Source: an optimization exercise on an open RTL-to-GDS flow (aim: small area, a short achievable clock period and few clock cycles per item). Production flows keep margins and buffers that such runs may drop. For this run, only the layout was checked, not whether the RTL still works.

--- flow/config.mk ---
export PLATFORM = sky130hd
export DESIGN_NAME = booth
export DESIGN_NICKNAME = booth
export VERILOG_FILES = /design/flow/design.v
export SDC_FILE = /design/flow/constraint.sdc
export NUM_CORES = 4
export LEC_CHECK = 0
export CAP_MARGIN = 20
export CORE_MARGIN = 2
export CORE_UTILIZATION = 40
export SLEW_MARGIN = 20
export SYNTH_HIERARCHICAL = 1
export SYNTH_MINIMUM_KEEP_SIZE = 0
--- flow/constraint.sdc ---
create_clock -name core_clock -period 4.0 [get_ports {clk}]
set_input_delay 0.8000 -clock core_clock [delete_from_list [all_inputs] [get_ports {clk}]]
set_output_delay 0.8000 -clock core_clock [all_outputs]
set_load 0.01 [all_outputs]
--- flow/design.v ---
module booth (
    input  wire        clk  ,
    input  wire        rst_n,
    input  wire [15:0] x    ,
    input  wire [15:0] y    ,
    input  wire        start,
    output wire [31:0] z    ,
    output wire        busy
);
assign busy = 1'b0;
wire one0_0, two0_0;
menc0 ue0_0 (.y2(y[1]), .y1(y[0]), .one(one0_0), .two(two0_0));
wire one1_0, two1_0;
menc ue1_0 (.y2(y[3]), .y1(y[2]), .y0(y[1]), .one(one1_0), .two(two1_0));
wire one2_0, two2_0;
menc ue2_0 (.y2(y[5]), .y1(y[4]), .y0(y[3]), .one(one2_0), .two(two2_0));
wire one3_0, two3_0;
menc ue3_0 (.y2(y[7]), .y1(y[6]), .y0(y[5]), .one(one3_0), .two(two3_0));
wire one4_0, two4_0;
menc ue4_0 (.y2(y[9]), .y1(y[8]), .y0(y[7]), .one(one4_0), .two(two4_0));
wire one5_0, two5_0;
menc ue5_0 (.y2(y[11]), .y1(y[10]), .y0(y[9]), .one(one5_0), .two(two5_0));
wire one6_0, two6_0;
menc ue6_0 (.y2(y[13]), .y1(y[12]), .y0(y[11]), .one(one6_0), .two(two6_0));
wire one7_0, two7_0;
menc ue7_0 (.y2(y[15]), .y1(y[14]), .y0(y[13]), .one(one7_0), .two(two7_0));
wire pp0_0;
mbs0 upp0_0 (.xj(x[0]), .one(one0_0), .neg(y[1]), .pp(pp0_0));
wire pp0_1;
mbs upp0_1 (.xj(x[1]), .xm(x[0]), .one(one0_0), .two(two0_0), .neg(y[1]), .pp(pp0_1));
wire pp0_2;
mbs upp0_2 (.xj(x[2]), .xm(x[1]), .one(one0_0), .two(two0_0), .neg(y[1]), .pp(pp0_2));
wire pp0_3;
mbs upp0_3 (.xj(x[3]), .xm(x[2]), .one(one0_0), .two(two0_0), .neg(y[1]), .pp(pp0_3));
wire pp0_4;
mbs upp0_4 (.xj(x[4]), .xm(x[3]), .one(one0_0), .two(two0_0), .neg(y[1]), .pp(pp0_4));
wire pp0_5;
mbs upp0_5 (.xj(x[5]), .xm(x[4]), .one(one0_0), .two(two0_0), .neg(y[1]), .pp(pp0_5));
wire pp0_6;
mbs upp0_6 (.xj(x[6]), .xm(x[5]), .one(one0_0), .two(two0_0), .neg(y[1]), .pp(pp0_6));
wire pp0_7;
mbs upp0_7 (.xj(x[7]), .xm(x[6]), .one(one0_0), .two(two0_0), .neg(y[1]), .pp(pp0_7));
wire pp0_8;
mbs upp0_8 (.xj(x[8]), .xm(x[7]), .one(one0_0), .two(two0_0), .neg(y[1]), .pp(pp0_8));
wire pp0_9;
mbs upp0_9 (.xj(x[9]), .xm(x[8]), .one(one0_0), .two(two0_0), .neg(y[1]), .pp(pp0_9));
wire pp0_10;
mbs upp0_10 (.xj(x[10]), .xm(x[9]), .one(one0_0), .two(two0_0), .neg(y[1]), .pp(pp0_10));
wire pp0_11;
mbs upp0_11 (.xj(x[11]), .xm(x[10]), .one(one0_0), .two(two0_0), .neg(y[1]), .pp(pp0_11));
wire pp0_12;
mbs upp0_12 (.xj(x[12]), .xm(x[11]), .one(one0_0), .two(two0_0), .neg(y[1]), .pp(pp0_12));
wire pp0_13;
mbs upp0_13 (.xj(x[13]), .xm(x[12]), .one(one0_0), .two(two0_0), .neg(y[1]), .pp(pp0_13));
wire pp0_14;
mbs upp0_14 (.xj(x[14]), .xm(x[13]), .one(one0_0), .two(two0_0), .neg(y[1]), .pp(pp0_14));
wire pp0_15;
mbs upp0_15 (.xj(x[15]), .xm(x[14]), .one(one0_0), .two(two0_0), .neg(y[1]), .pp(pp0_15));
wire pp0_16;
mbsn upp0_16 (.xj(x[15]), .xm(x[15]), .one(one0_0), .two(two0_0), .neg(y[1]), .pp(pp0_16));
wire s0n;
minv us0n (.a(pp0_16), .y(s0n));
wire pp1_0;
mbs0 upp1_0 (.xj(x[0]), .one(one1_0), .neg(y[3]), .pp(pp1_0));
wire pp1_1;
mbs upp1_1 (.xj(x[1]), .xm(x[0]), .one(one1_0), .two(two1_0), .neg(y[3]), .pp(pp1_1));
wire pp1_2;
mbs upp1_2 (.xj(x[2]), .xm(x[1]), .one(one1_0), .two(two1_0), .neg(y[3]), .pp(pp1_2));
wire pp1_3;
mbs upp1_3 (.xj(x[3]), .xm(x[2]), .one(one1_0), .two(two1_0), .neg(y[3]), .pp(pp1_3));
wire pp1_4;
mbs upp1_4 (.xj(x[4]), .xm(x[3]), .one(one1_0), .two(two1_0), .neg(y[3]), .pp(pp1_4));
wire pp1_5;
mbs upp1_5 (.xj(x[5]), .xm(x[4]), .one(one1_0), .two(two1_0), .neg(y[3]), .pp(pp1_5));
wire pp1_6;
mbs upp1_6 (.xj(x[6]), .xm(x[5]), .one(one1_0), .two(two1_0), .neg(y[3]), .pp(pp1_6));
wire pp1_7;
mbs upp1_7 (.xj(x[7]), .xm(x[6]), .one(one1_0), .two(two1_0), .neg(y[3]), .pp(pp1_7));
wire pp1_8;
mbs upp1_8 (.xj(x[8]), .xm(x[7]), .one(one1_0), .two(two1_0), .neg(y[3]), .pp(pp1_8));
wire pp1_9;
mbs upp1_9 (.xj(x[9]), .xm(x[8]), .one(one1_0), .two(two1_0), .neg(y[3]), .pp(pp1_9));
wire pp1_10;
mbs upp1_10 (.xj(x[10]), .xm(x[9]), .one(one1_0), .two(two1_0), .neg(y[3]), .pp(pp1_10));
wire pp1_11;
mbs upp1_11 (.xj(x[11]), .xm(x[10]), .one(one1_0), .two(two1_0), .neg(y[3]), .pp(pp1_11));
wire pp1_12;
mbs upp1_12 (.xj(x[12]), .xm(x[11]), .one(one1_0), .two(two1_0), .neg(y[3]), .pp(pp1_12));
wire pp1_13;
mbs upp1_13 (.xj(x[13]), .xm(x[12]), .one(one1_0), .two(two1_0), .neg(y[3]), .pp(pp1_13));
wire pp1_14;
mbs upp1_14 (.xj(x[14]), .xm(x[13]), .one(one1_0), .two(two1_0), .neg(y[3]), .pp(pp1_14));
wire pp1_15;
mbs upp1_15 (.xj(x[15]), .xm(x[14]), .one(one1_0), .two(two1_0), .neg(y[3]), .pp(pp1_15));
wire pp1_16;
mbsn upp1_16 (.xj(x[15]), .xm(x[15]), .one(one1_0), .two(two1_0), .neg(y[3]), .pp(pp1_16));
wire pp2_0;
mbs0 upp2_0 (.xj(x[0]), .one(one2_0), .neg(y[5]), .pp(pp2_0));
wire pp2_1;
mbs upp2_1 (.xj(x[1]), .xm(x[0]), .one(one2_0), .two(two2_0), .neg(y[5]), .pp(pp2_1));
wire pp2_2;
mbs upp2_2 (.xj(x[2]), .xm(x[1]), .one(one2_0), .two(two2_0), .neg(y[5]), .pp(pp2_2));
wire pp2_3;
mbs upp2_3 (.xj(x[3]), .xm(x[2]), .one(one2_0), .two(two2_0), .neg(y[5]), .pp(pp2_3));
wire pp2_4;
mbs upp2_4 (.xj(x[4]), .xm(x[3]), .one(one2_0), .two(two2_0), .neg(y[5]), .pp(pp2_4));
wire pp2_5;
mbs upp2_5 (.xj(x[5]), .xm(x[4]), .one(one2_0), .two(two2_0), .neg(y[5]), .pp(pp2_5));
wire pp2_6;
mbs upp2_6 (.xj(x[6]), .xm(x[5]), .one(one2_0), .two(two2_0), .neg(y[5]), .pp(pp2_6));
wire pp2_7;
mbs upp2_7 (.xj(x[7]), .xm(x[6]), .one(one2_0), .two(two2_0), .neg(y[5]), .pp(pp2_7));
wire pp2_8;
mbs upp2_8 (.xj(x[8]), .xm(x[7]), .one(one2_0), .two(two2_0), .neg(y[5]), .pp(pp2_8));
wire pp2_9;
mbs upp2_9 (.xj(x[9]), .xm(x[8]), .one(one2_0), .two(two2_0), .neg(y[5]), .pp(pp2_9));
wire pp2_10;
mbs upp2_10 (.xj(x[10]), .xm(x[9]), .one(one2_0), .two(two2_0), .neg(y[5]), .pp(pp2_10));
wire pp2_11;
mbs upp2_11 (.xj(x[11]), .xm(x[10]), .one(one2_0), .two(two2_0), .neg(y[5]), .pp(pp2_11));
wire pp2_12;
mbs upp2_12 (.xj(x[12]), .xm(x[11]), .one(one2_0), .two(two2_0), .neg(y[5]), .pp(pp2_12));
wire pp2_13;
mbs upp2_13 (.xj(x[13]), .xm(x[12]), .one(one2_0), .two(two2_0), .neg(y[5]), .pp(pp2_13));
wire pp2_14;
mbs upp2_14 (.xj(x[14]), .xm(x[13]), .one(one2_0), .two(two2_0), .neg(y[5]), .pp(pp2_14));
wire pp2_15;
mbs upp2_15 (.xj(x[15]), .xm(x[14]), .one(one2_0), .two(two2_0), .neg(y[5]), .pp(pp2_15));
wire pp2_16;
mbsn upp2_16 (.xj(x[15]), .xm(x[15]), .one(one2_0), .two(two2_0), .neg(y[5]), .pp(pp2_16));
wire pp3_0;
mbs0 upp3_0 (.xj(x[0]), .one(one3_0), .neg(y[7]), .pp(pp3_0));
wire pp3_1;
mbs upp3_1 (.xj(x[1]), .xm(x[0]), .one(one3_0), .two(two3_0), .neg(y[7]), .pp(pp3_1));
wire pp3_2;
mbs upp3_2 (.xj(x[2]), .xm(x[1]), .one(one3_0), .two(two3_0), .neg(y[7]), .pp(pp3_2));
wire pp3_3;
mbs upp3_3 (.xj(x[3]), .xm(x[2]), .one(one3_0), .two(two3_0), .neg(y[7]), .pp(pp3_3));
wire pp3_4;
mbs upp3_4 (.xj(x[4]), .xm(x[3]), .one(one3_0), .two(two3_0), .neg(y[7]), .pp(pp3_4));
wire pp3_5;
mbs upp3_5 (.xj(x[5]), .xm(x[4]), .one(one3_0), .two(two3_0), .neg(y[7]), .pp(pp3_5));
wire pp3_6;
mbs upp3_6 (.xj(x[6]), .xm(x[5]), .one(one3_0), .two(two3_0), .neg(y[7]), .pp(pp3_6));
wire pp3_7;
mbs upp3_7 (.xj(x[7]), .xm(x[6]), .one(one3_0), .two(two3_0), .neg(y[7]), .pp(pp3_7));
wire pp3_8;
mbs upp3_8 (.xj(x[8]), .xm(x[7]), .one(one3_0), .two(two3_0), .neg(y[7]), .pp(pp3_8));
wire pp3_9;
mbs upp3_9 (.xj(x[9]), .xm(x[8]), .one(one3_0), .two(two3_0), .neg(y[7]), .pp(pp3_9));
wire pp3_10;
mbs upp3_10 (.xj(x[10]), .xm(x[9]), .one(one3_0), .two(two3_0), .neg(y[7]), .pp(pp3_10));
wire pp3_11;
mbs upp3_11 (.xj(x[11]), .xm(x[10]), .one(one3_0), .two(two3_0), .neg(y[7]), .pp(pp3_11));
wire pp3_12;
mbs upp3_12 (.xj(x[12]), .xm(x[11]), .one(one3_0), .two(two3_0), .neg(y[7]), .pp(pp3_12));
wire pp3_13;
mbs upp3_13 (.xj(x[13]), .xm(x[12]), .one(one3_0), .two(two3_0), .neg(y[7]), .pp(pp3_13));
wire pp3_14;
mbs upp3_14 (.xj(x[14]), .xm(x[13]), .one(one3_0), .two(two3_0), .neg(y[7]), .pp(pp3_14));
wire pp3_15;
mbs upp3_15 (.xj(x[15]), .xm(x[14]), .one(one3_0), .two(two3_0), .neg(y[7]), .pp(pp3_15));
wire pp3_16;
mbsn upp3_16 (.xj(x[15]), .xm(x[15]), .one(one3_0), .two(two3_0), .neg(y[7]), .pp(pp3_16));
wire pp4_0;
mbs0 upp4_0 (.xj(x[0]), .one(one4_0), .neg(y[9]), .pp(pp4_0));
wire pp4_1;
mbs upp4_1 (.xj(x[1]), .xm(x[0]), .one(one4_0), .two(two4_0), .neg(y[9]), .pp(pp4_1));
wire pp4_2;
mbs upp4_2 (.xj(x[2]), .xm(x[1]), .one(one4_0), .two(two4_0), .neg(y[9]), .pp(pp4_2));
wire pp4_3;
mbs upp4_3 (.xj(x[3]), .xm(x[2]), .one(one4_0), .two(two4_0), .neg(y[9]), .pp(pp4_3));
wire pp4_4;
mbs upp4_4 (.xj(x[4]), .xm(x[3]), .one(one4_0), .two(two4_0), .neg(y[9]), .pp(pp4_4));
wire pp4_5;
mbs upp4_5 (.xj(x[5]), .xm(x[4]), .one(one4_0), .two(two4_0), .neg(y[9]), .pp(pp4_5));
wire pp4_6;
mbs upp4_6 (.xj(x[6]), .xm(x[5]), .one(one4_0), .two(two4_0), .neg(y[9]), .pp(pp4_6));
wire pp4_7;
mbs upp4_7 (.xj(x[7]), .xm(x[6]), .one(one4_0), .two(two4_0), .neg(y[9]), .pp(pp4_7));
wire pp4_8;
mbs upp4_8 (.xj(x[8]), .xm(x[7]), .one(one4_0), .two(two4_0), .neg(y[9]), .pp(pp4_8));
wire pp4_9;
mbs upp4_9 (.xj(x[9]), .xm(x[8]), .one(one4_0), .two(two4_0), .neg(y[9]), .pp(pp4_9));
wire pp4_10;
mbs upp4_10 (.xj(x[10]), .xm(x[9]), .one(one4_0), .two(two4_0), .neg(y[9]), .pp(pp4_10));
wire pp4_11;
mbs upp4_11 (.xj(x[11]), .xm(x[10]), .one(one4_0), .two(two4_0), .neg(y[9]), .pp(pp4_11));
wire pp4_12;
mbs upp4_12 (.xj(x[12]), .xm(x[11]), .one(one4_0), .two(two4_0), .neg(y[9]), .pp(pp4_12));
wire pp4_13;
mbs upp4_13 (.xj(x[13]), .xm(x[12]), .one(one4_0), .two(two4_0), .neg(y[9]), .pp(pp4_13));
wire pp4_14;
mbs upp4_14 (.xj(x[14]), .xm(x[13]), .one(one4_0), .two(two4_0), .neg(y[9]), .pp(pp4_14));
wire pp4_15;
mbs upp4_15 (.xj(x[15]), .xm(x[14]), .one(one4_0), .two(two4_0), .neg(y[9]), .pp(pp4_15));
wire pp4_16;
mbsn upp4_16 (.xj(x[15]), .xm(x[15]), .one(one4_0), .two(two4_0), .neg(y[9]), .pp(pp4_16));
wire pp5_0;
mbs0 upp5_0 (.xj(x[0]), .one(one5_0), .neg(y[11]), .pp(pp5_0));
wire pp5_1;
mbs upp5_1 (.xj(x[1]), .xm(x[0]), .one(one5_0), .two(two5_0), .neg(y[11]), .pp(pp5_1));
wire pp5_2;
mbs upp5_2 (.xj(x[2]), .xm(x[1]), .one(one5_0), .two(two5_0), .neg(y[11]), .pp(pp5_2));
wire pp5_3;
mbs upp5_3 (.xj(x[3]), .xm(x[2]), .one(one5_0), .two(two5_0), .neg(y[11]), .pp(pp5_3));
wire pp5_4;
mbs upp5_4 (.xj(x[4]), .xm(x[3]), .one(one5_0), .two(two5_0), .neg(y[11]), .pp(pp5_4));
wire pp5_5;
mbs upp5_5 (.xj(x[5]), .xm(x[4]), .one(one5_0), .two(two5_0), .neg(y[11]), .pp(pp5_5));
wire pp5_6;
mbs upp5_6 (.xj(x[6]), .xm(x[5]), .one(one5_0), .two(two5_0), .neg(y[11]), .pp(pp5_6));
wire pp5_7;
mbs upp5_7 (.xj(x[7]), .xm(x[6]), .one(one5_0), .two(two5_0), .neg(y[11]), .pp(pp5_7));
wire pp5_8;
mbs upp5_8 (.xj(x[8]), .xm(x[7]), .one(one5_0), .two(two5_0), .neg(y[11]), .pp(pp5_8));
wire pp5_9;
mbs upp5_9 (.xj(x[9]), .xm(x[8]), .one(one5_0), .two(two5_0), .neg(y[11]), .pp(pp5_9));
wire pp5_10;
mbs upp5_10 (.xj(x[10]), .xm(x[9]), .one(one5_0), .two(two5_0), .neg(y[11]), .pp(pp5_10));
wire pp5_11;
mbs upp5_11 (.xj(x[11]), .xm(x[10]), .one(one5_0), .two(two5_0), .neg(y[11]), .pp(pp5_11));
wire pp5_12;
mbs upp5_12 (.xj(x[12]), .xm(x[11]), .one(one5_0), .two(two5_0), .neg(y[11]), .pp(pp5_12));
wire pp5_13;
mbs upp5_13 (.xj(x[13]), .xm(x[12]), .one(one5_0), .two(two5_0), .neg(y[11]), .pp(pp5_13));
wire pp5_14;
mbs upp5_14 (.xj(x[14]), .xm(x[13]), .one(one5_0), .two(two5_0), .neg(y[11]), .pp(pp5_14));
wire pp5_15;
mbs upp5_15 (.xj(x[15]), .xm(x[14]), .one(one5_0), .two(two5_0), .neg(y[11]), .pp(pp5_15));
wire pp5_16;
mbsn upp5_16 (.xj(x[15]), .xm(x[15]), .one(one5_0), .two(two5_0), .neg(y[11]), .pp(pp5_16));
wire pp6_0;
mbs0 upp6_0 (.xj(x[0]), .one(one6_0), .neg(y[13]), .pp(pp6_0));
wire pp6_1;
mbs upp6_1 (.xj(x[1]), .xm(x[0]), .one(one6_0), .two(two6_0), .neg(y[13]), .pp(pp6_1));
wire pp6_2;
mbs upp6_2 (.xj(x[2]), .xm(x[1]), .one(one6_0), .two(two6_0), .neg(y[13]), .pp(pp6_2));
wire pp6_3;
mbs upp6_3 (.xj(x[3]), .xm(x[2]), .one(one6_0), .two(two6_0), .neg(y[13]), .pp(pp6_3));
wire pp6_4;
mbs upp6_4 (.xj(x[4]), .xm(x[3]), .one(one6_0), .two(two6_0), .neg(y[13]), .pp(pp6_4));
wire pp6_5;
mbs upp6_5 (.xj(x[5]), .xm(x[4]), .one(one6_0), .two(two6_0), .neg(y[13]), .pp(pp6_5));
wire pp6_6;
mbs upp6_6 (.xj(x[6]), .xm(x[5]), .one(one6_0), .two(two6_0), .neg(y[13]), .pp(pp6_6));
wire pp6_7;
mbs upp6_7 (.xj(x[7]), .xm(x[6]), .one(one6_0), .two(two6_0), .neg(y[13]), .pp(pp6_7));
wire pp6_8;
mbs upp6_8 (.xj(x[8]), .xm(x[7]), .one(one6_0), .two(two6_0), .neg(y[13]), .pp(pp6_8));
wire pp6_9;
mbs upp6_9 (.xj(x[9]), .xm(x[8]), .one(one6_0), .two(two6_0), .neg(y[13]), .pp(pp6_9));
wire pp6_10;
mbs upp6_10 (.xj(x[10]), .xm(x[9]), .one(one6_0), .two(two6_0), .neg(y[13]), .pp(pp6_10));
wire pp6_11;
mbs upp6_11 (.xj(x[11]), .xm(x[10]), .one(one6_0), .two(two6_0), .neg(y[13]), .pp(pp6_11));
wire pp6_12;
mbs upp6_12 (.xj(x[12]), .xm(x[11]), .one(one6_0), .two(two6_0), .neg(y[13]), .pp(pp6_12));
wire pp6_13;
mbs upp6_13 (.xj(x[13]), .xm(x[12]), .one(one6_0), .two(two6_0), .neg(y[13]), .pp(pp6_13));
wire pp6_14;
mbs upp6_14 (.xj(x[14]), .xm(x[13]), .one(one6_0), .two(two6_0), .neg(y[13]), .pp(pp6_14));
wire pp6_15;
mbs upp6_15 (.xj(x[15]), .xm(x[14]), .one(one6_0), .two(two6_0), .neg(y[13]), .pp(pp6_15));
wire pp6_16;
mbsn upp6_16 (.xj(x[15]), .xm(x[15]), .one(one6_0), .two(two6_0), .neg(y[13]), .pp(pp6_16));
wire pp7_0;
mbs0 upp7_0 (.xj(x[0]), .one(one7_0), .neg(y[15]), .pp(pp7_0));
wire pp7_1;
mbs upp7_1 (.xj(x[1]), .xm(x[0]), .one(one7_0), .two(two7_0), .neg(y[15]), .pp(pp7_1));
wire pp7_2;
mbs upp7_2 (.xj(x[2]), .xm(x[1]), .one(one7_0), .two(two7_0), .neg(y[15]), .pp(pp7_2));
wire pp7_3;
mbs upp7_3 (.xj(x[3]), .xm(x[2]), .one(one7_0), .two(two7_0), .neg(y[15]), .pp(pp7_3));
wire pp7_4;
mbs upp7_4 (.xj(x[4]), .xm(x[3]), .one(one7_0), .two(two7_0), .neg(y[15]), .pp(pp7_4));
wire pp7_5;
mbs upp7_5 (.xj(x[5]), .xm(x[4]), .one(one7_0), .two(two7_0), .neg(y[15]), .pp(pp7_5));
wire pp7_6;
mbs upp7_6 (.xj(x[6]), .xm(x[5]), .one(one7_0), .two(two7_0), .neg(y[15]), .pp(pp7_6));
wire pp7_7;
mbs upp7_7 (.xj(x[7]), .xm(x[6]), .one(one7_0), .two(two7_0), .neg(y[15]), .pp(pp7_7));
wire pp7_8;
mbs upp7_8 (.xj(x[8]), .xm(x[7]), .one(one7_0), .two(two7_0), .neg(y[15]), .pp(pp7_8));
wire pp7_9;
mbs upp7_9 (.xj(x[9]), .xm(x[8]), .one(one7_0), .two(two7_0), .neg(y[15]), .pp(pp7_9));
wire pp7_10;
mbs upp7_10 (.xj(x[10]), .xm(x[9]), .one(one7_0), .two(two7_0), .neg(y[15]), .pp(pp7_10));
wire pp7_11;
mbs upp7_11 (.xj(x[11]), .xm(x[10]), .one(one7_0), .two(two7_0), .neg(y[15]), .pp(pp7_11));
wire pp7_12;
mbs upp7_12 (.xj(x[12]), .xm(x[11]), .one(one7_0), .two(two7_0), .neg(y[15]), .pp(pp7_12));
wire pp7_13;
mbs upp7_13 (.xj(x[13]), .xm(x[12]), .one(one7_0), .two(two7_0), .neg(y[15]), .pp(pp7_13));
wire pp7_14;
mbs upp7_14 (.xj(x[14]), .xm(x[13]), .one(one7_0), .two(two7_0), .neg(y[15]), .pp(pp7_14));
wire pp7_15;
mbs upp7_15 (.xj(x[15]), .xm(x[14]), .one(one7_0), .two(two7_0), .neg(y[15]), .pp(pp7_15));
wire pp7_16;
mbsn upp7_16 (.xj(x[15]), .xm(x[15]), .one(one7_0), .two(two7_0), .neg(y[15]), .pp(pp7_16));
wire s1, c2;
mha us1 (.a(y[3]), .b(pp0_2), .s(s1), .co(c2));
wire s3, c4;
mha us3 (.a(pp0_3), .b(pp1_1), .s(s3), .co(c4));
wire s5, c6;
mfa us5 (.a(y[5]), .b(pp0_4), .c(pp1_2), .s(s5), .co(c6));
wire s7, c8;
mha us7 (.a(pp2_0), .b(c4), .s(s7), .co(c8));
wire s9, c10;
mfa us9 (.a(pp0_5), .b(pp1_3), .c(pp2_1), .s(s9), .co(c10));
wire s11, c12;
mha us11 (.a(c6), .b(c8), .s(s11), .co(c12));
wire s13, c14;
mfa us13 (.a(y[7]), .b(pp0_6), .c(pp1_4), .s(s13), .co(c14));
wire s15, c16;
mfa us15 (.a(pp2_2), .b(pp3_0), .c(c10), .s(s15), .co(c16));
wire s17, c18;
mha us17 (.a(s13), .b(c12), .s(s17), .co(c18));
wire s19, c20;
mfa us19 (.a(pp0_7), .b(pp1_5), .c(pp2_3), .s(s19), .co(c20));
wire s21, c22;
mfa us21 (.a(pp3_1), .b(c14), .c(s19), .s(s21), .co(c22));
wire s23, c24;
mha us23 (.a(c16), .b(c18), .s(s23), .co(c24));
wire s25, c26;
mfa us25 (.a(y[9]), .b(pp0_8), .c(pp1_6), .s(s25), .co(c26));
wire s27, c28;
mfa us27 (.a(pp2_4), .b(pp3_2), .c(pp4_0), .s(s27), .co(c28));
wire s29, c30;
mfa us29 (.a(c20), .b(s25), .c(s27), .s(s29), .co(c30));
wire s31, c32;
mha us31 (.a(c22), .b(s29), .s(s31), .co(c32));
wire s33, c34;
mfa us33 (.a(pp0_9), .b(pp1_7), .c(pp2_5), .s(s33), .co(c34));
wire s35, c36;
mfa us35 (.a(pp3_3), .b(pp4_1), .c(c26), .s(s35), .co(c36));
wire s37, c38;
mfa us37 (.a(c28), .b(s33), .c(s35), .s(s37), .co(c38));
wire s39, c40;
mha us39 (.a(c30), .b(c32), .s(s39), .co(c40));
wire s41, c42;
mfa us41 (.a(y[11]), .b(pp0_10), .c(pp1_8), .s(s41), .co(c42));
wire s43, c44;
mfa us43 (.a(pp2_6), .b(pp3_4), .c(pp4_2), .s(s43), .co(c44));
wire s45, c46;
mfa us45 (.a(pp5_0), .b(c34), .c(s41), .s(s45), .co(c46));
wire s47, c48;
mfa us47 (.a(s43), .b(c36), .c(s45), .s(s47), .co(c48));
wire s49, c50;
mha us49 (.a(c38), .b(c40), .s(s49), .co(c50));
wire s51, c52;
mfa us51 (.a(pp0_11), .b(pp1_9), .c(pp2_7), .s(s51), .co(c52));
wire s53, c54;
mfa us53 (.a(pp3_5), .b(pp4_3), .c(pp5_1), .s(s53), .co(c54));
wire s55, c56;
mfa us55 (.a(c42), .b(c44), .c(s51), .s(s55), .co(c56));
wire s57, c58;
mfa us57 (.a(s53), .b(c46), .c(s55), .s(s57), .co(c58));
wire s59, c60;
mha us59 (.a(c48), .b(s57), .s(s59), .co(c60));
wire s61, c62;
mfa us61 (.a(y[13]), .b(pp0_12), .c(pp1_10), .s(s61), .co(c62));
wire s63, c64;
mfa us63 (.a(pp2_8), .b(pp3_6), .c(pp4_4), .s(s63), .co(c64));
wire s65, c66;
mfa us65 (.a(pp5_2), .b(pp6_0), .c(c52), .s(s65), .co(c66));
wire s67, c68;
mfa us67 (.a(c54), .b(s61), .c(s63), .s(s67), .co(c68));
wire s69, c70;
mfa us69 (.a(s65), .b(c56), .c(s67), .s(s69), .co(c70));
wire s71, c72;
mha us71 (.a(c58), .b(s69), .s(s71), .co(c72));
wire s73, c74;
mfa us73 (.a(pp0_13), .b(pp1_11), .c(pp2_9), .s(s73), .co(c74));
wire s75, c76;
mfa us75 (.a(pp3_7), .b(pp4_5), .c(pp5_3), .s(s75), .co(c76));
wire s77, c78;
mfa us77 (.a(pp6_1), .b(c62), .c(c64), .s(s77), .co(c78));
wire s79, c80;
mfa us79 (.a(s73), .b(s75), .c(c66), .s(s79), .co(c80));
wire s81, c82;
mx3 us81 (.a(s77), .b(c68), .c(s79), .y(s81));
mmaj uc82 (.a(s77), .b(c68), .c(s79), .y(c82));
wire s83, c84;
mha us83 (.a(c70), .b(s81), .s(s83), .co(c84));
wire s85, c86;
mfa us85 (.a(y[15]), .b(pp0_14), .c(pp1_12), .s(s85), .co(c86));
wire s87, c88;
mfa us87 (.a(pp2_10), .b(pp3_8), .c(pp4_6), .s(s87), .co(c88));
wire s89, c90;
mfa us89 (.a(pp5_4), .b(pp6_2), .c(pp7_0), .s(s89), .co(c90));
wire s91, c92;
mfa us91 (.a(c74), .b(c76), .c(s85), .s(s91), .co(c92));
wire s93, c94;
mfa us93 (.a(s87), .b(s89), .c(c78), .s(s93), .co(c94));
wire s95, c96;
mx3 us95 (.a(s91), .b(c80), .c(s93), .y(s95));
mmaj uc96 (.a(s91), .b(c80), .c(s93), .y(c96));
wire s97, c98;
mha us97 (.a(s95), .b(c82), .s(s97), .co(c98));
wire s99, c100;
mfa us99 (.a(pp0_15), .b(pp1_13), .c(pp2_11), .s(s99), .co(c100));
wire s101, c102;
mfa us101 (.a(pp3_9), .b(pp4_7), .c(pp5_5), .s(s101), .co(c102));
wire s103, c104;
mfa us103 (.a(pp6_3), .b(pp7_1), .c(c86), .s(s103), .co(c104));
wire s105, c106;
mfa us105 (.a(c88), .b(c90), .c(s99), .s(s105), .co(c106));
wire s107, c108;
mfa us107 (.a(s101), .b(s103), .c(c92), .s(s107), .co(c108));
wire s109, c110;
mx3 us109 (.a(s105), .b(c94), .c(s107), .y(s109));
mmaj uc110 (.a(s105), .b(c94), .c(s107), .y(c110));
wire s111, c112;
mha us111 (.a(s109), .b(c96), .s(s111), .co(c112));
wire s113, c114;
mfa us113 (.a(s0n), .b(pp1_14), .c(pp2_12), .s(s113), .co(c114));
wire s115, c116;
mfa us115 (.a(pp3_10), .b(pp4_8), .c(pp5_6), .s(s115), .co(c116));
wire s117, c118;
mfa us117 (.a(pp6_4), .b(pp7_2), .c(c100), .s(s117), .co(c118));
wire s119, c120;
mfa us119 (.a(c102), .b(s113), .c(s115), .s(s119), .co(c120));
wire s121, c122;
mfa us121 (.a(c104), .b(s117), .c(c106), .s(s121), .co(c122));
wire s123, c124;
mx3 us123 (.a(s119), .b(c108), .c(s121), .y(s123));
mmaj uc124 (.a(s119), .b(c108), .c(s121), .y(c124));
wire s125, c126;
mha us125 (.a(s123), .b(c110), .s(s125), .co(c126));
wire s127, c128;
mfa us127 (.a(s0n), .b(pp1_15), .c(pp2_13), .s(s127), .co(c128));
wire s129, c130;
mfa us129 (.a(pp3_11), .b(pp4_9), .c(pp5_7), .s(s129), .co(c130));
wire s131, c132;
mfa us131 (.a(pp6_5), .b(pp7_3), .c(c114), .s(s131), .co(c132));
wire s133, c134;
mfa us133 (.a(c116), .b(s127), .c(s129), .s(s133), .co(c134));
wire s135, c136;
mfa us135 (.a(c118), .b(s131), .c(c120), .s(s135), .co(c136));
wire s137, c138;
mx3 us137 (.a(s133), .b(c122), .c(s135), .y(s137));
mmaj uc138 (.a(s133), .b(c122), .c(s135), .y(c138));
wire s139, c140;
mha us139 (.a(s137), .b(c124), .s(s139), .co(c140));
wire s141, c142;
mfa us141 (.a(pp0_16), .b(pp1_16), .c(pp2_14), .s(s141), .co(c142));
wire s143, c144;
mfa us143 (.a(pp3_12), .b(pp4_10), .c(pp5_8), .s(s143), .co(c144));
wire s145, c146;
mfa us145 (.a(pp6_6), .b(pp7_4), .c(c128), .s(s145), .co(c146));
wire s147, c148;
mfa us147 (.a(c130), .b(s141), .c(s143), .s(s147), .co(c148));
wire s149, c150;
mfa us149 (.a(c132), .b(s145), .c(c134), .s(s149), .co(c150));
wire s151, c152;
mx3 us151 (.a(s147), .b(c136), .c(s149), .y(s151));
mmaj uc152 (.a(s147), .b(c136), .c(s149), .y(c152));
wire s153, c154;
mha us153 (.a(s151), .b(c138), .s(s153), .co(c154));
wire s155;
minv us155 (.a(pp2_15), .y(s155));
wire s156, c157;
mfa us156 (.a(pp3_13), .b(pp4_11), .c(pp5_9), .s(s156), .co(c157));
wire s158, c159;
mfa us158 (.a(pp6_7), .b(pp7_5), .c(s155), .s(s158), .co(c159));
wire s160, c161;
mfa us160 (.a(c142), .b(c144), .c(s156), .s(s160), .co(c161));
wire s162, c163;
mfa us162 (.a(s158), .b(c146), .c(c148), .s(s162), .co(c163));
wire s164, c165;
mx3 us164 (.a(s160), .b(c150), .c(s162), .y(s164));
mmaj uc165 (.a(s160), .b(c150), .c(s162), .y(c165));
wire s166, c167;
mha us166 (.a(s164), .b(c152), .s(s166), .co(c167));
wire s168, c169;
mfa us168 (.a(pp2_16), .b(pp3_14), .c(pp4_12), .s(s168), .co(c169));
wire s170, c171;
mfa us170 (.a(pp5_10), .b(pp6_8), .c(pp7_6), .s(s170), .co(c171));
wire s172, c173;
mfa us172 (.a(pp2_15), .b(c157), .c(s168), .s(s172), .co(c173));
wire s174, c175;
mfa us174 (.a(s170), .b(c159), .c(c161), .s(s174), .co(c175));
wire s176, c177;
mx3 us176 (.a(s172), .b(c163), .c(s174), .y(s176));
mmaj uc177 (.a(s172), .b(c163), .c(s174), .y(c177));
wire s178, c179;
mha us178 (.a(s176), .b(c165), .s(s178), .co(c179));
wire s180;
minv us180 (.a(pp3_15), .y(s180));
wire s181, c182;
mfa us181 (.a(pp4_13), .b(pp5_11), .c(pp6_9), .s(s181), .co(c182));
wire s183, c184;
mfa us183 (.a(pp7_7), .b(s180), .c(c169), .s(s183), .co(c184));
wire s185, c186;
mfa us185 (.a(c171), .b(s181), .c(s183), .s(s185), .co(c186));
wire s187, c188;
mx3 us187 (.a(c173), .b(c175), .c(s185), .y(s187));
mmaj uc188 (.a(c173), .b(c175), .c(s185), .y(c188));
wire s189, c190;
mha us189 (.a(s187), .b(c177), .s(s189), .co(c190));
wire s191, c192;
mfa us191 (.a(pp3_16), .b(pp4_14), .c(pp5_12), .s(s191), .co(c192));
wire s193, c194;
mfa us193 (.a(pp6_10), .b(pp7_8), .c(pp3_15), .s(s193), .co(c194));
wire s195, c196;
mfa us195 (.a(c182), .b(s191), .c(s193), .s(s195), .co(c196));
wire s197, c198;
mx3 us197 (.a(c184), .b(s195), .c(c186), .y(s197));
mmaj uc198 (.a(c184), .b(s195), .c(c186), .y(c198));
wire s199, c200;
mha us199 (.a(s197), .b(c188), .s(s199), .co(c200));
wire s201;
minv us201 (.a(pp4_15), .y(s201));
wire s202, c203;
mfa us202 (.a(pp5_13), .b(pp6_11), .c(pp7_9), .s(s202), .co(c203));
wire s204, c205;
mfa us204 (.a(s201), .b(c192), .c(c194), .s(s204), .co(c205));
wire s206, c207;
mfa us206 (.a(s202), .b(s204), .c(c196), .s(s206), .co(c207));
wire s208, c209;
mha us208 (.a(s206), .b(c198), .s(s208), .co(c209));
wire s210, c211;
mfa us210 (.a(pp4_16), .b(pp5_14), .c(pp6_12), .s(s210), .co(c211));
wire s212, c213;
mfa us212 (.a(pp7_10), .b(pp4_15), .c(c203), .s(s212), .co(c213));
wire s214, c215;
mfa us214 (.a(s210), .b(c205), .c(s212), .s(s214), .co(c215));
wire s216, c217;
mha us216 (.a(c207), .b(s214), .s(s216), .co(c217));
wire s218;
minv us218 (.a(pp5_15), .y(s218));
wire s219, c220;
mfa us219 (.a(pp6_13), .b(pp7_11), .c(s218), .s(s219), .co(c220));
wire s221, c222;
mfa us221 (.a(c211), .b(s219), .c(c213), .s(s221), .co(c222));
wire s223, c224;
mha us223 (.a(c215), .b(s221), .s(s223), .co(c224));
wire s225, c226;
mfa us225 (.a(pp5_16), .b(pp6_14), .c(pp7_12), .s(s225), .co(c226));
wire s227, c228;
mfa us227 (.a(pp5_15), .b(s225), .c(c220), .s(s227), .co(c228));
wire s229, c230;
mha us229 (.a(s227), .b(c222), .s(s229), .co(c230));
wire s231;
minv us231 (.a(pp6_15), .y(s231));
wire s232, c233;
mfa us232 (.a(pp7_13), .b(s231), .c(c226), .s(s232), .co(c233));
wire s234, c235;
mha us234 (.a(s232), .b(c228), .s(s234), .co(c235));
wire s236, c237;
mfa us236 (.a(pp6_16), .b(pp7_14), .c(pp6_15), .s(s236), .co(c237));
wire s238, c239;
mha us238 (.a(s236), .b(c233), .s(s238), .co(c239));
wire s240;
minv us240 (.a(pp7_15), .y(s240));
wire s241, c242;
mha us241 (.a(s240), .b(c237), .s(s241), .co(c242));
wire s243, c244;
mha us243 (.a(pp7_16), .b(pp7_15), .s(s243), .co(c244));
wire s245;
minv us245 (.a(c244), .y(s245));
wire lp1, lg2;
mha ulp1 (.a(pp0_0), .b(y[1]), .s(lp1), .co(lg2));
wire lp3, lg4;
mha ulp3 (.a(pp1_0), .b(s1), .s(lp3), .co(lg4));
wire lp5, lg6;
mha ulp5 (.a(c2), .b(s3), .s(lp5), .co(lg6));
wire lp7, lg8;
mha ulp7 (.a(s5), .b(s7), .s(lp7), .co(lg8));
wire lp9, lg10;
mha ulp9 (.a(s9), .b(s11), .s(lp9), .co(lg10));
wire lp11, lg12;
mha ulp11 (.a(s15), .b(s17), .s(lp11), .co(lg12));
wire lp13, lg14;
mha ulp13 (.a(s21), .b(s23), .s(lp13), .co(lg14));
wire lq15;
mand ulq15 (.a(lp3), .b(pp0_1), .y(lq15));
wire lg16;
mao ulg16 (.g1(lg8), .p1(lp7), .g0(lg6), .g(lg16));
wire lq17;
mand ulq17 (.a(lp7), .b(lp5), .y(lq17));
wire lg18;
mao ulg18 (.g1(lg12), .p1(lp11), .g0(lg10), .g(lg18));
wire lq19;
mand ulq19 (.a(lp11), .b(lp9), .y(lq19));
wire lg20;
mao ulg20 (.g1(lg4), .p1(lq15), .g0(lg2), .g(lg20));
wire lg21;
mao ulg21 (.g1(lg18), .p1(lq19), .g0(lg16), .g(lg21));
wire lq22;
mand ulq22 (.a(lq19), .b(lq17), .y(lq22));
wire lg23;
mao ulg23 (.g1(lg21), .p1(lq22), .g0(lg20), .g(lg23));
wire lg24;
mao ulg24 (.g1(lg16), .p1(lq17), .g0(lg20), .g(lg24));
wire la25;
mand ula25 (.a(pp0_1), .b(lg2), .y(la25));
wire lg26;
mao ulg26 (.g1(lg6), .p1(lp5), .g0(lg20), .g(lg26));
wire lg27;
mao ulg27 (.g1(lg10), .p1(lp9), .g0(lg24), .g(lg27));
wire lg28;
mao ulg28 (.g1(lg14), .p1(lp13), .g0(lg23), .g(lg28));
wire ls29;
mxor uls29 (.a(pp0_1), .b(lg2), .y(ls29));
wire ls30;
mxor uls30 (.a(lp3), .b(la25), .y(ls30));
wire ls31;
mxor uls31 (.a(lp5), .b(lg20), .y(ls31));
wire ls32;
mxor uls32 (.a(lp7), .b(lg26), .y(ls32));
wire ls33;
mxor uls33 (.a(lp9), .b(lg24), .y(ls33));
wire ls34;
mxor uls34 (.a(lp11), .b(lg27), .y(ls34));
wire ls35;
mxor uls35 (.a(lp13), .b(lg23), .y(ls35));
reg [8:0] qlo;
reg [23:0] qa;
reg [22:0] qb;
wire hp36, hg37;
mha uhp36 (.a(qa[0]), .b(qb[0]), .s(hp36), .co(hg37));
wire hp38, hg39;
mha uhp38 (.a(qa[1]), .b(qb[1]), .s(hp38), .co(hg39));
wire hp40, hg41;
mha uhp40 (.a(qa[2]), .b(qb[2]), .s(hp40), .co(hg41));
wire hp42, hg43;
mha uhp42 (.a(qa[3]), .b(qb[3]), .s(hp42), .co(hg43));
wire hp44, hg45;
mha uhp44 (.a(qa[4]), .b(qb[4]), .s(hp44), .co(hg45));
wire hp46, hg47;
mha uhp46 (.a(qa[5]), .b(qb[5]), .s(hp46), .co(hg47));
wire hp48, hg49;
mha uhp48 (.a(qa[6]), .b(qb[6]), .s(hp48), .co(hg49));
wire hp50, hg51;
mha uhp50 (.a(qa[7]), .b(qb[7]), .s(hp50), .co(hg51));
wire hp52, hg53;
mha uhp52 (.a(qa[8]), .b(qb[8]), .s(hp52), .co(hg53));
wire hp54, hg55;
mha uhp54 (.a(qa[9]), .b(qb[9]), .s(hp54), .co(hg55));
wire hp56, hg57;
mha uhp56 (.a(qa[10]), .b(qb[10]), .s(hp56), .co(hg57));
wire hp58, hg59;
mha uhp58 (.a(qa[11]), .b(qb[11]), .s(hp58), .co(hg59));
wire hp60, hg61;
mha uhp60 (.a(qa[12]), .b(qb[12]), .s(hp60), .co(hg61));
wire hp62, hg63;
mha uhp62 (.a(qa[13]), .b(qb[13]), .s(hp62), .co(hg63));
wire hp64, hg65;
mha uhp64 (.a(qa[14]), .b(qb[14]), .s(hp64), .co(hg65));
wire hp66, hg67;
mha uhp66 (.a(qa[15]), .b(qb[15]), .s(hp66), .co(hg67));
wire hp68, hg69;
mha uhp68 (.a(qa[16]), .b(qb[16]), .s(hp68), .co(hg69));
wire hp70, hg71;
mha uhp70 (.a(qa[17]), .b(qb[17]), .s(hp70), .co(hg71));
wire hp72, hg73;
mha uhp72 (.a(qa[18]), .b(qb[18]), .s(hp72), .co(hg73));
wire hp74, hg75;
mha uhp74 (.a(qa[19]), .b(qb[19]), .s(hp74), .co(hg75));
wire hp76, hg77;
mha uhp76 (.a(qa[20]), .b(qb[20]), .s(hp76), .co(hg77));
wire hp78, hg79;
mha uhp78 (.a(qa[21]), .b(qb[21]), .s(hp78), .co(hg79));
wire hp80, hg81;
mha uhp80 (.a(qa[22]), .b(qb[22]), .s(hp80), .co(hg81));
wire hg82;
mao uhg82 (.g1(hg37), .p1(hp36), .g0(qlo[8]), .g(hg82));
wire hg83;
mao uhg83 (.g1(hg41), .p1(hp40), .g0(hg39), .g(hg83));
wire hq84;
mand uhq84 (.a(hp40), .b(hp38), .y(hq84));
wire hg85;
mao uhg85 (.g1(hg45), .p1(hp44), .g0(hg43), .g(hg85));
wire hq86;
mand uhq86 (.a(hp44), .b(hp42), .y(hq86));
wire hg87;
mao uhg87 (.g1(hg49), .p1(hp48), .g0(hg47), .g(hg87));
wire hq88;
mand uhq88 (.a(hp48), .b(hp46), .y(hq88));
wire hg89;
mao uhg89 (.g1(hg53), .p1(hp52), .g0(hg51), .g(hg89));
wire hq90;
mand uhq90 (.a(hp52), .b(hp50), .y(hq90));
wire hg91;
mao uhg91 (.g1(hg57), .p1(hp56), .g0(hg55), .g(hg91));
wire hq92;
mand uhq92 (.a(hp56), .b(hp54), .y(hq92));
wire hg93;
mao uhg93 (.g1(hg61), .p1(hp60), .g0(hg59), .g(hg93));
wire hq94;
mand uhq94 (.a(hp60), .b(hp58), .y(hq94));
wire hg95;
mao uhg95 (.g1(hg65), .p1(hp64), .g0(hg63), .g(hg95));
wire hq96;
mand uhq96 (.a(hp64), .b(hp62), .y(hq96));
wire hg97;
mao uhg97 (.g1(hg69), .p1(hp68), .g0(hg67), .g(hg97));
wire hq98;
mand uhq98 (.a(hp68), .b(hp66), .y(hq98));
wire hg99;
mao uhg99 (.g1(hg73), .p1(hp72), .g0(hg71), .g(hg99));
wire hq100;
mand uhq100 (.a(hp72), .b(hp70), .y(hq100));
wire hg101;
mao uhg101 (.g1(hg77), .p1(hp76), .g0(hg75), .g(hg101));
wire hq102;
mand uhq102 (.a(hp76), .b(hp74), .y(hq102));
wire hg103;
mao uhg103 (.g1(hg81), .p1(hp80), .g0(hg79), .g(hg103));
wire hq104;
mand uhq104 (.a(hp80), .b(hp78), .y(hq104));
wire hg105;
mao uhg105 (.g1(hg83), .p1(hq84), .g0(hg82), .g(hg105));
wire hg106;
mao uhg106 (.g1(hg87), .p1(hq88), .g0(hg85), .g(hg106));
wire hq107;
mand uhq107 (.a(hq88), .b(hq86), .y(hq107));
wire hg108;
mao uhg108 (.g1(hg91), .p1(hq92), .g0(hg89), .g(hg108));
wire hq109;
mand uhq109 (.a(hq92), .b(hq90), .y(hq109));
wire hg110;
mao uhg110 (.g1(hg95), .p1(hq96), .g0(hg93), .g(hg110));
wire hq111;
mand uhq111 (.a(hq96), .b(hq94), .y(hq111));
wire hg112;
mao uhg112 (.g1(hg99), .p1(hq100), .g0(hg97), .g(hg112));
wire hq113;
mand uhq113 (.a(hq100), .b(hq98), .y(hq113));
wire hg114;
mao uhg114 (.g1(hg103), .p1(hq104), .g0(hg101), .g(hg114));
wire hq115;
mand uhq115 (.a(hq104), .b(hq102), .y(hq115));
wire hg116;
mao uhg116 (.g1(hg106), .p1(hq107), .g0(hg105), .g(hg116));
wire hg117;
mao uhg117 (.g1(hg110), .p1(hq111), .g0(hg108), .g(hg117));
wire hq118;
mand uhq118 (.a(hq111), .b(hq109), .y(hq118));
wire hg119;
mao uhg119 (.g1(hg114), .p1(hq115), .g0(hg112), .g(hg119));
wire hq120;
mand uhq120 (.a(hq115), .b(hq113), .y(hq120));
wire hg121;
mao uhg121 (.g1(hg117), .p1(hq118), .g0(hg116), .g(hg121));
wire hg122;
mao uhg122 (.g1(hg119), .p1(hq120), .g0(hg121), .g(hg122));
wire hg123;
mao uhg123 (.g1(hg108), .p1(hq109), .g0(hg116), .g(hg123));
wire hg124;
mao uhg124 (.g1(hg112), .p1(hq113), .g0(hg121), .g(hg124));
wire hg125;
mao uhg125 (.g1(hg85), .p1(hq86), .g0(hg105), .g(hg125));
wire hg126;
mao uhg126 (.g1(hg89), .p1(hq90), .g0(hg116), .g(hg126));
wire hg127;
mao uhg127 (.g1(hg93), .p1(hq94), .g0(hg123), .g(hg127));
wire hg128;
mao uhg128 (.g1(hg97), .p1(hq98), .g0(hg121), .g(hg128));
wire hg129;
mao uhg129 (.g1(hg101), .p1(hq102), .g0(hg124), .g(hg129));
wire hg130;
mao uhg130 (.g1(hg39), .p1(hp38), .g0(hg82), .g(hg130));
wire hg131;
mao uhg131 (.g1(hg43), .p1(hp42), .g0(hg105), .g(hg131));
wire hg132;
mao uhg132 (.g1(hg47), .p1(hp46), .g0(hg125), .g(hg132));
wire hg133;
mao uhg133 (.g1(hg51), .p1(hp50), .g0(hg116), .g(hg133));
wire hg134;
mao uhg134 (.g1(hg55), .p1(hp54), .g0(hg126), .g(hg134));
wire hg135;
mao uhg135 (.g1(hg59), .p1(hp58), .g0(hg123), .g(hg135));
wire hg136;
mao uhg136 (.g1(hg63), .p1(hp62), .g0(hg127), .g(hg136));
wire hg137;
mao uhg137 (.g1(hg67), .p1(hp66), .g0(hg121), .g(hg137));
wire hg138;
mao uhg138 (.g1(hg71), .p1(hp70), .g0(hg128), .g(hg138));
wire hg139;
mao uhg139 (.g1(hg75), .p1(hp74), .g0(hg124), .g(hg139));
wire hg140;
mao uhg140 (.g1(hg79), .p1(hp78), .g0(hg129), .g(hg140));
wire ha141;
mand uha141 (.a(qa[23]), .b(hg122), .y(ha141));
wire hs142;
mxor uhs142 (.a(hp36), .b(qlo[8]), .y(hs142));
wire hs143;
mxor uhs143 (.a(hp38), .b(hg82), .y(hs143));
wire hs144;
mxor uhs144 (.a(hp40), .b(hg130), .y(hs144));
wire hs145;
mxor uhs145 (.a(hp42), .b(hg105), .y(hs145));
wire hs146;
mxor uhs146 (.a(hp44), .b(hg131), .y(hs146));
wire hs147;
mxor uhs147 (.a(hp46), .b(hg125), .y(hs147));
wire hs148;
mxor uhs148 (.a(hp48), .b(hg132), .y(hs148));
wire hs149;
mxor uhs149 (.a(hp50), .b(hg116), .y(hs149));
wire hs150;
mxor uhs150 (.a(hp52), .b(hg133), .y(hs150));
wire hs151;
mxor uhs151 (.a(hp54), .b(hg126), .y(hs151));
wire hs152;
mxor uhs152 (.a(hp56), .b(hg134), .y(hs152));
wire hs153;
mxor uhs153 (.a(hp58), .b(hg123), .y(hs153));
wire hs154;
mxor uhs154 (.a(hp60), .b(hg135), .y(hs154));
wire hs155;
mxor uhs155 (.a(hp62), .b(hg127), .y(hs155));
wire hs156;
mxor uhs156 (.a(hp64), .b(hg136), .y(hs156));
wire hs157;
mxor uhs157 (.a(hp66), .b(hg121), .y(hs157));
wire hs158;
mxor uhs158 (.a(hp68), .b(hg137), .y(hs158));
wire hs159;
mxor uhs159 (.a(hp70), .b(hg128), .y(hs159));
wire hs160;
mxor uhs160 (.a(hp72), .b(hg138), .y(hs160));
wire hs161;
mxor uhs161 (.a(hp74), .b(hg124), .y(hs161));
wire hs162;
mxor uhs162 (.a(hp76), .b(hg139), .y(hs162));
wire hs163;
mxor uhs163 (.a(hp78), .b(hg129), .y(hs163));
wire hs164;
mxor uhs164 (.a(hp80), .b(hg140), .y(hs164));
wire hs165;
mxor uhs165 (.a(qa[23]), .b(hg122), .y(hs165));
assign z = {hs165, hs164, hs163, hs162, hs161, hs160, hs159, hs158, hs157, hs156, hs155, hs154, hs153, hs152, hs151, hs150, hs149, hs148, hs147, hs146, hs145, hs144, hs143, hs142, qlo[7], qlo[6], qlo[5], qlo[4], qlo[3], qlo[2], qlo[1], qlo[0]};
always @(posedge clk)
    if (start) begin
        qlo <= {lg28, ls35, ls34, ls33, ls32, ls31, ls30, ls29, lp1};
        qa <= {s245, c242, c239, c235, c230, c224, c217, c209, c200, c190, c179, c167, c154, c140, c126, c112, c98, c84, c72, c60, c50, s47, s37, c24};
        qb <= {s243, s241, s238, s234, s229, s223, s216, s208, s199, s189, s178, s166, s153, s139, s125, s111, s97, s83, s71, s59, s49, s39, s31};
    end
endmodule
module menc (input wire y2, input wire y1, input wire y0, output wire one, output wire two);
assign one = y1 ^ y0;
assign two = (y2 & ~y1 & ~y0) | (~y2 & y1 & y0);
endmodule
module menc0 (input wire y2, input wire y1, output wire one, output wire two);
assign one = y1;
assign two = y2 & ~y1;
endmodule
module mbs (input wire xj, input wire xm, input wire one, input wire two, input wire neg, output wire pp);
assign pp = ((one & xj) | (two & xm)) ^ neg;
endmodule
module mbs0 (input wire xj, input wire one, input wire neg, output wire pp);
assign pp = (one & xj) ^ neg;
endmodule
module mbsn (input wire xj, input wire xm, input wire one, input wire two, input wire neg, output wire pp);
assign pp = ~(((one & xj) | (two & xm)) ^ neg);
endmodule
module mfa (input wire a, input wire b, input wire c, output wire s, output wire co);
assign s  = a ^ b ^ c;
assign co = (a & b) | (a & c) | (b & c);
endmodule
module mha (input wire a, input wire b, output wire s, output wire co);
assign s  = a ^ b;
assign co = a & b;
endmodule
module mx2 (input wire a, input wire b, output wire y);
assign y = a ^ b;
endmodule
module mmux (input wire s, input wire a, input wire b, output wire y);
assign y = s ? b : a;
endmodule
module mx3 (input wire a, input wire b, input wire c, output wire y);
assign y = a ^ b ^ c;
endmodule
module mmaj (input wire a, input wire b, input wire c, output wire y);
assign y = (a & b) | (a & c) | (b & c);
endmodule
module minv (input wire a, output wire y);
assign y = ~a;
endmodule
module mand (input wire a, input wire b, output wire y);
assign y = a & b;
endmodule
module mxor (input wire a, input wire b, output wire y);
assign y = a ^ b;
endmodule
module mao (input wire g1, input wire p1, input wire g0, output wire g);
assign g = g1 | (p1 & g0);
endmodule
--- flow/flow/run.sh ---
#!/bin/bash
set -euo pipefail
export BUFFER_PORTS_ARGS="-buffer_cell sky130_fd_sc_hd__buf_2"
export PRE_FLOORPLAN_TCL="$PWD/flow/downsize.tcl"
bash standard.sh > standard.log 2>&1
--- flow/flow/downsize.tcl ---
# Start the layout from the smallest drive strength of each combinational
# cell that synthesis picked; timing repair later sizes up what it needs.
set db [ord::get_db]
set block [ord::get_db_block]
set n 0
foreach inst [$block getInsts] {
  set m [[$inst getMaster] getName]
  if {![regexp {^(sky130_fd_sc_hd__([a-z0-9]+))_([0-9]+)$} $m -> base short drive]} { continue }
  if {[regexp {^(s?e?df|dl|conb|tap|fill|decap|clk)} $short]} { continue }
  foreach d {0 1 2} {
    if {$d >= $drive} { break }
    set cand ${base}_$d
    set cm [$db findMaster $cand]
    if {$cm eq "NULL" || $cm eq ""} { continue }
    replace_cell [$inst getName] $cand
    incr n
    break
  }
}
puts "downsize.tcl: resized $n instances"
--- flow/standard.sh ---
#!/bin/bash
# synth_recipe.tcl (not shown) runs the flow's synth.tcl, then flattens the netlist and writes it again
# the make line also repeats each setting of config.mk as NAME=value (left out here)
make -C /OpenROAD-flow-scripts/flow DESIGN_CONFIG=/design/flow/config.mk WORK_HOME=/design/flow/orfs CLKGATE_MAP_FILE= SYNTH_SCRIPT=/design/flow/synth_recipe.tcl "${@:-finish}"
==> results.sh <==
export IMPL_dp_cells=991
export IMPL_cts_root_buffer="clkbuf_16"
export IMPL_setup_viol=0
export IMPL_cts_buffers=5
export IMPL_io_pins=68
export IMPL_grt_pass1_vias=6116
export IMPL_p_int_uw=4030
export IMPL_pwr_share_clk=0.076
export IMPL_antenna_left=0
export IMPL_crit_top_cell="fa_1"
export IMPL_grt_start_max_net_pins=44
export IMPL_row_count=50
export IMPL_drtIter0Drc=428
export IMPL_slew_headroom=0.354
export IMPL_pwr_share_seq=0.190
export IMPL_slowest_stage="fa_1"
export IMPL_max_stage_delay_ps=490
export IMPL_hold_viol_final=0
export IMPL_overflow=0
export IMPL_clockBufferDepth=2
export IMPL_cp_cell_sequence="buf_2 > nand2b_1 > o22ai_2 > buf_4 > a22oi_1 > xnor2_1 > fa_1 > fa_1 > fa_1 > maj3_1 > ha_1"
export IMPL_diodes=0
export IMPL_die_area_sq_um=20300
export IMPL_finalWeightedCongestion=0.913
export IMPL_fin_nets=938
export IMPL_synth_fp_nets=837
export IMPL_grt_pass1_wl_mm=31.3
export IMPL_routed_via_density=5.66
export IMPL_startpoint_type="input pin"
export IMPL_status="finished clean"
export IMPL_drv_slew=0
export IMPL_yosys_warnings=7
export IMPL_htree_num_levels=2
export IMPL_clock_sinks=56
export IMPL_pwr_share_comb=0.734
export IMPL_rsz0062_at_grt="false"
export IMPL_postCtsSetupRepairBufs=0
export IMPL_critPathMaxFanout=8
export IMPL_track_usage=0.196
export IMPL_start_util=0.409
export IMPL_avgRoutedWirePerCell_um=19.3
export IMPL_period_minus_slack_ps=3840
export IMPL_io_buffers=65
export IMPL_arrival_ps=3890
export IMPL_power_switching_uw=2830
export IMPL_stdcell_area_sq_um=8960
export IMPL_p_sw_frac=0.413
export IMPL_final_cell_mix="xnor2_1 (128), a22oi_1 (128), fa_1 (80), buf_2 (65), ha_1 (59)"
export IMPL_p_per_area_nw_per_um2=766
export IMPL_crit_end="qb[11]$_DFFE_PP_"
export IMPL_drc_errors=0
export IMPL_wl_mm=19.3
export IMPL_drive_above_1_share=0.193
export IMPL_die_w_um=143
export IMPL_place_area_sq_um=8800
export IMPL_fin_tns_setup_ps=0
export IMPL_fin_total_pwr_uw=6870
export IMPL_max_freq_mhz=260
export IMPL_cts_tree="built"
export IMPL_finalNonFillerCells=999
export IMPL_cp_end_kind="flop"
export IMPL_dr_total_vias=5657
export IMPL_fp_dieH_um=143
export IMPL_cts_resized=0
export IMPL_clkSlewWorstSetupHoldPaths_ps=90
export IMPL_dpl_hpwl_mm=14.9
export IMPL_firstDrtPassIters=6
export IMPL_post_route_period_util=0.961
export IMPL_grt_antenna_before_repair=0
export IMPL_required_ps=4050
export IMPL_hp_class="in -> reg"
export IMPL_synth_cells=663
export IMPL_fp_coreArea_sq_um=18800
export IMPL_hold_buffers=0
export IMPL_tightestPinTransition_ps=970
export IMPL_maxCapViolCount=0
export IMPL_holdWs_ps=1080
export IMPL_leakagePower_uw=0.00376
export IMPL_critPathKind="in -> reg"
export IMPL_crit_path_start="y[3]"
export IMPL_peakVddDrop_mv=0.378
[worst min path at each step]
stage | from | endpoint | slack, ps | cells past startpoint
6_report | x[0] | qlo[0]$_DFFE_PP_ | 1080 | 4
5_1_grt | x[0] | qlo[0]$_DFFE_PP_ | 1110 | 4
4_1_cts | x[0] | qlo[0]$_DFFE_PP_ | 1070 | 4
3_5_place_dp | qlo[7]$_DFFE_PP_ | z[7] | 1210 | 1
3_3_place_gp | qlo[7]$_DFFE_PP_ | z[7] | 1210 | 1
2_1_floorplan | start | qa[0]$_DFFE_PP_ | 910 | 0
[layer usage]
layer / vias to the layer above / track usage / part of all wire
met4: 0 / 0.0500 / 0.015
met5: - / 0 / 0
met2: 190 / 0.337 / 0.49
met1: 2839 / 0.258 / 0.44
met3: 26 / 0.0306 / 0.059
li1: 2602 / - / -
[cell type report]
cell class	instances	area (sq um)
Fill cell	1763	9810
Multi-Input combinational cell	565	5920
Sequential cell	56	1680
Timing Repair Buffer	128	873
Tap cell	234	293
Clock buffer	6	129
Clock inverter	2	35.0
Inverter	8	30.0
[sequential cells by signal (all words and copies together), names as in the netlist]
name,count
qlo,9
qa,24
qb,23
[power by group through the flow]
stage / sequential, uW / clock, uW / combinational, uW
2_1_floorplan: 1290 / 0 / 3810
3_3_place_gp: 1310 / 0 / 4950
3_5_place_dp: 1320 / 0 / 5050
4_1_cts: 1310 / 533 / 5130
5_1_grt: 1340 / 556 / 5680
6_report: 1310 / 520 / 5040
[critical path, delay by kind of cell]
| family | cells | cell delay [ps] |
|---|---|---|
| xor+xnor | 1 | 320 |
| fa+ha+maj | 5 | 2030 |
| buf+inv | 2 | 400 |
| simple gates | 1 | 100 |
| compound gates | 2 | 240 |
[stage by stage]
step           utilization  setup slack [ps]
6_report             0.478               157
5_1_grt              0.478              30.6
4_1_cts              0.478               167
3_5_place_dp         0.469              -156
3_3_place_gp         0.469              -105
2_1_floorplan            -              2.64

==> what the ideal ports hide <==
The results above use ideal ports. As a check the final layout listed here was re-extracted and re-timed, cells and wires unchanged. Step 1, drivers: a clkbuf_16 drives clk and a buf_2 each remaining input, both assumed. Step 2 moves the port delays by t, midway between the first and last clock arrival at a register: inputs arrive t later, outputs are due t later. That takes back most of the time a late clock gives input paths. a / b / c = ideal ports / drivers / drivers and shift; a / b = the first two.
t (ns): 0.350
setup WS [ns]: 0.157 / 0.176 / -0.174
worst register clock-pin slew, ns: 0.09 / 0.09
With both steps, setup timing fails in this run, where it was met with ideal ports. The setup slack of this run moves by +0.019 ns with the drivers and by -0.331 ns with both steps.
